Context: an optimization exercise on an open-source flow, tuned for a short achievable clock period and few clock cycles. The choices shown serve that exercise and are no tape-out recipe.
The RTL was checked by simulation tests, not by an equivalence proof against the original design.

==> violet <==
// RISCV_TOP
module RISCV_TOP(RST ,CLK, imem_addr, imem_rdata, dmem_addr, dmem_wdata, dmem_we, dmem_rdata);
export LEC_CHECK = 0
export CAP_MARGIN = 40
export CELL_PAD_IN_SITES_DETAIL_PLACEMENT = 1
export CELL_PAD_IN_SITES_GLOBAL_PLACEMENT = 1
export CORE_MARGIN = 2
export CORE_UTILIZATION = 40
export GPL_ROUTABILITY_DRIVEN = 1
export PLACE_DENSITY = 0.5
export SLEW_MARGIN = 40
create_clock -name core_clock -period 15.0 [get_ports {CLK}]
standard.sh (not shown) runs the stock make flow with config.mk's settings and CLKGATE_MAP_FILE= SYNTH_SCRIPT=/design/flow/synth_recipe.tcl, a recipe that flattens the netlist after the stock synthesis.
==> flow/flow/run.sh <==
#!/bin/bash
# Standard ORFS layout with two changes to how it is made:
#  - the timing repair steps (floorplan, CTS and global route) aim for a setup
#    slack well above zero, so the design is optimised for a shorter clock
#    period than the constraint's;
#  - the port buffers are buf_4 cells instead of the delay buffer that
#    buffer_ports picks by default (every port still gets its buffer).
# The SDC and every other setting are the standard flow's own. Each step logs to its own
# file here; ORFS's own logs are under orfs/logs.
set -euo pipefail
export SETUP_SLACK_MARGIN=${SETUP_SLACK_MARGIN:-10.6}
export BUFFER_PORTS_ARGS="-buffer_cell sky130_fd_sc_hd__buf_4"
bash standard.sh synth      > synth.log 2>&1
bash standard.sh floorplan  > floorplan.log 2>&1
bash standard.sh place      > place.log 2>&1
bash standard.sh cts        > cts.log 2>&1
bash standard.sh route      > route.log 2>&1
bash standard.sh finish     > finish.log 2>&1
test -f out/final.def
==> inputs of nickel, as changes to violet <==
--- a/flow/design.v
+++ b/flow/design.v
@@ -334,24 +334,25 @@
 reg         r_xor, r_sr, r_or, r_and, r_lui, r_auipc, r_link;
 reg         sh_i, lg_i;       
 reg  [31:0] ma_m, wd_m;       
 reg         we_m;             
 reg  [31:1] ld_m;             
 reg  [31:1] wr_w;             
 reg  [31:0] res_w;            
+reg  [31:0] res_rf;           
 reg  [31:0] rf [1:31];        
 assign imem_addr  = pc_f;
 assign dmem_addr  = ma_m;
 assign dmem_wdata = wd_m;
 assign dmem_we    = we_m;
 reg [31:0] rf_nx [1:31];
 always @(*) begin
 	for (i = 1; i < 32; i = i + 1) begin
 		if (wr_w[i])
-			rf_nx[i] = res_w;
+			rf_nx[i] = res_rf;
 		else if (ld_m[i])
 			rf_nx[i] = dmem_rdata;
 		else
 			rf_nx[i] = rf[i];
 	end
 end
 genvar gi;
@@ -402,16 +403,22 @@
 wire [31:0] imm_s = {{21{ir_x[31]}}, ir_x[30:25], ir_x[11:7]};
 wire [31:0] imm_u = {ir_x[31:12], 12'h000};
 wire [31:0] imm_m = st_x ? imm_s : imm_i;       
 wire [31:0] a = f1_x ? res_w : a_x;
 wire [31:0] b = f2_x ? res_w : b_x;
 wire stall = v_x & hz_x;
 wire go    = v_x & ~hz_x;
-wire [31:0] add_r = a + b;
-wire [31:0] sub_r = a - b;
+wire [31:0] add_xx = a_x + b_x;
+wire [31:0] add_wx = res_w + b_x;
+wire [31:0] add_xw = a_x + res_w;
+wire [31:0] sub_xx = a_x - b_x;
+wire [31:0] sub_wx = res_w - b_x;
+wire [31:0] sub_xw = a_x - res_w;
+wire [31:0] add_r  = f1_x ? (f2_x ? {res_w[30:0], 1'b0} : add_wx) : (f2_x ? add_xw : add_xx);
+wire [31:0] sub_r  = f1_x ? (f2_x ? 32'd0 : sub_wx) : (f2_x ? sub_xw : sub_xx);
 wire [31:0] add_ix = a_x   + imm_m;
 wire [31:0] add_iw = res_w + imm_m;
 wire [31:0] add_i  = f1_x ? add_iw : add_ix;
 wire        eq_xx  = (a_x == b_x);
 wire        eq_wx  = (res_w == b_x);
 wire        eq_xw  = (a_x == res_w);
 wire        lt_xx  = ($signed(a_x) < $signed(b_x));
@@ -419,19 +426,21 @@
 wire        lt_xw  = ($signed(a_x) < $signed(res_w));
 wire        ltu_xx = (a_x < b_x);
 wire        ltu_wx = (res_w < b_x);
 wire        ltu_xw = (a_x < res_w);
 wire        eq     = f1_x ? (f2_x ? 1'b1 : eq_wx)  : (f2_x ? eq_xw  : eq_xx);
 wire        lt     = f1_x ? (f2_x ? 1'b0 : lt_wx)  : (f2_x ? lt_xw  : lt_xx);
 wire        ltu    = f1_x ? (f2_x ? 1'b0 : ltu_wx) : (f2_x ? ltu_xw : ltu_xx);
-wire        lti   = ($signed(a) < $signed(imm_i));
-wire        ltiu  = (a < imm_i);
-wire [4:0]  sh    = sh_i ? ir_x[24:20] : b[4:0];
-wire [31:0] sll   = a << sh;
-wire [31:0] sr    = a >> sh;
+wire        lti   = f1_x ? ($signed(res_w) < $signed(imm_i)) : ($signed(a_x) < $signed(imm_i));
+wire        ltiu  = f1_x ? (res_w < imm_i) : (a_x < imm_i);
+wire [4:0]  sh_x  = sh_i ? ir_x[24:20] : b_x[4:0];
+wire        sh_w  = ~sh_i & f2_x;
+wire [4:0]  rw_sh = res_w[4:0];
+wire [31:0] sll   = f1_x ? (sh_w ? res_w << rw_sh : res_w << sh_x) : (sh_w ? a_x << rw_sh : a_x << sh_x);
+wire [31:0] sr    = f1_x ? (sh_w ? res_w >> rw_sh : res_w >> sh_x) : (sh_w ? a_x >> rw_sh : a_x >> sh_x);
 wire [31:0] lb    = lg_i ? imm_i : b;
 wire [31:0] tgt   = pc_x + timm_x;
 wire [31:0] link  = pc_x + 32'd4;
 wire [31:0] wb =
 	  ({32{r_add}}   & add_r)
 	| ({32{r_addi}}  & add_i)
 	| ({32{r_sub}}   & sub_r)
@@ -505,11 +514,12 @@
 	r_and   <= f_alu & (f_f3 == 3'b111);
 	r_lui   <= f_lui;
 	r_auipc <= f_auipc;
 	r_link  <= f_jal | f_jalr;
 	sh_i    <= f_opi;
 	lg_i    <= f_opi;
 	res_w   <= wb;
+	res_rf  <= go ? wb : 32'd0;
 	ma_m    <= add_i;
 	wd_m    <= b;
 end
 endmodule
--- a/flow/flow/run.sh
+++ b/flow/flow/run.sh
@@ -4,15 +4,15 @@
 #    slack well above zero, so the design is optimised for a shorter clock
 #    period than the constraint's;
 #  - the port buffers are buf_4 cells instead of the delay buffer that
 #    buffer_ports picks by default (every port still gets its buffer).
 # The SDC and every other setting are the standard flow's own. Each step logs to its own
 # file here; ORFS's own logs are under orfs/logs.
 set -euo pipefail
-export SETUP_SLACK_MARGIN=${SETUP_SLACK_MARGIN:-10.6}
+export SETUP_SLACK_MARGIN=${SETUP_SLACK_MARGIN:-10.9}
 export BUFFER_PORTS_ARGS="-buffer_cell sky130_fd_sc_hd__buf_4"
 bash standard.sh synth      > synth.log 2>&1
 bash standard.sh floorplan  > floorplan.log 2>&1
 bash standard.sh place      > place.log 2>&1
 bash standard.sh cts        > cts.log 2>&1
 bash standard.sh route      > route.log 2>&1
 bash standard.sh finish     > finish.log 2>&1
==> impl_metrics.tcl <==
set metrics [dict create \
    r2r_end "res_w[29]" \
    multi_input_area_share 0.5202 \
    outcome "finished clean" \
    insertion_delay_ns 0.89 \
    placement_rows 164 \
]
# the run above: violet

==> impl_metrics.tcl <==
set metrics [dict create \
    multi_input_area_share 0.5125 \
    outcome "finished clean" \
    r2r_end "res_rf[22]" \
    placement_rows 170 \
    insertion_delay_ns 0.90 \
]
# the run above: nickel

Testbench counts of violet, summed over its fixed seeds: cycles 54,783.
Testbench counts of nickel, summed over its fixed seeds: cycles 54,783.

-- re-timing with driven ports --
No port has a modelled driver above. Below, the same layouts with a new extraction and two added sets of constraints. Step 1 sets driving cells, clkbuf_16 on the clock port and buf_2 on the other inputs (assumed; they add their load-dependent delay and slew). Step 2 also shifts input and output timing later by t, the mid clock arrival at the registers, as if the neighbouring blocks saw the same clock. a / b / c = ideal / step 1 / step 2; a / b = the first two.
run	shift t [ns]	setup WS [ns]	clock arrival spread, ns
violet	0.964	10.518 / 10.450 / 9.628	0.040 / 0.041
nickel	0.962	10.506 / 10.388 / 9.427	0.094 / 0.095
After both steps every run listed still meets setup and hold. The setup slack of nickel, which loses most, moves by -0.118 ns with the drivers and by -1.079 ns with both steps.
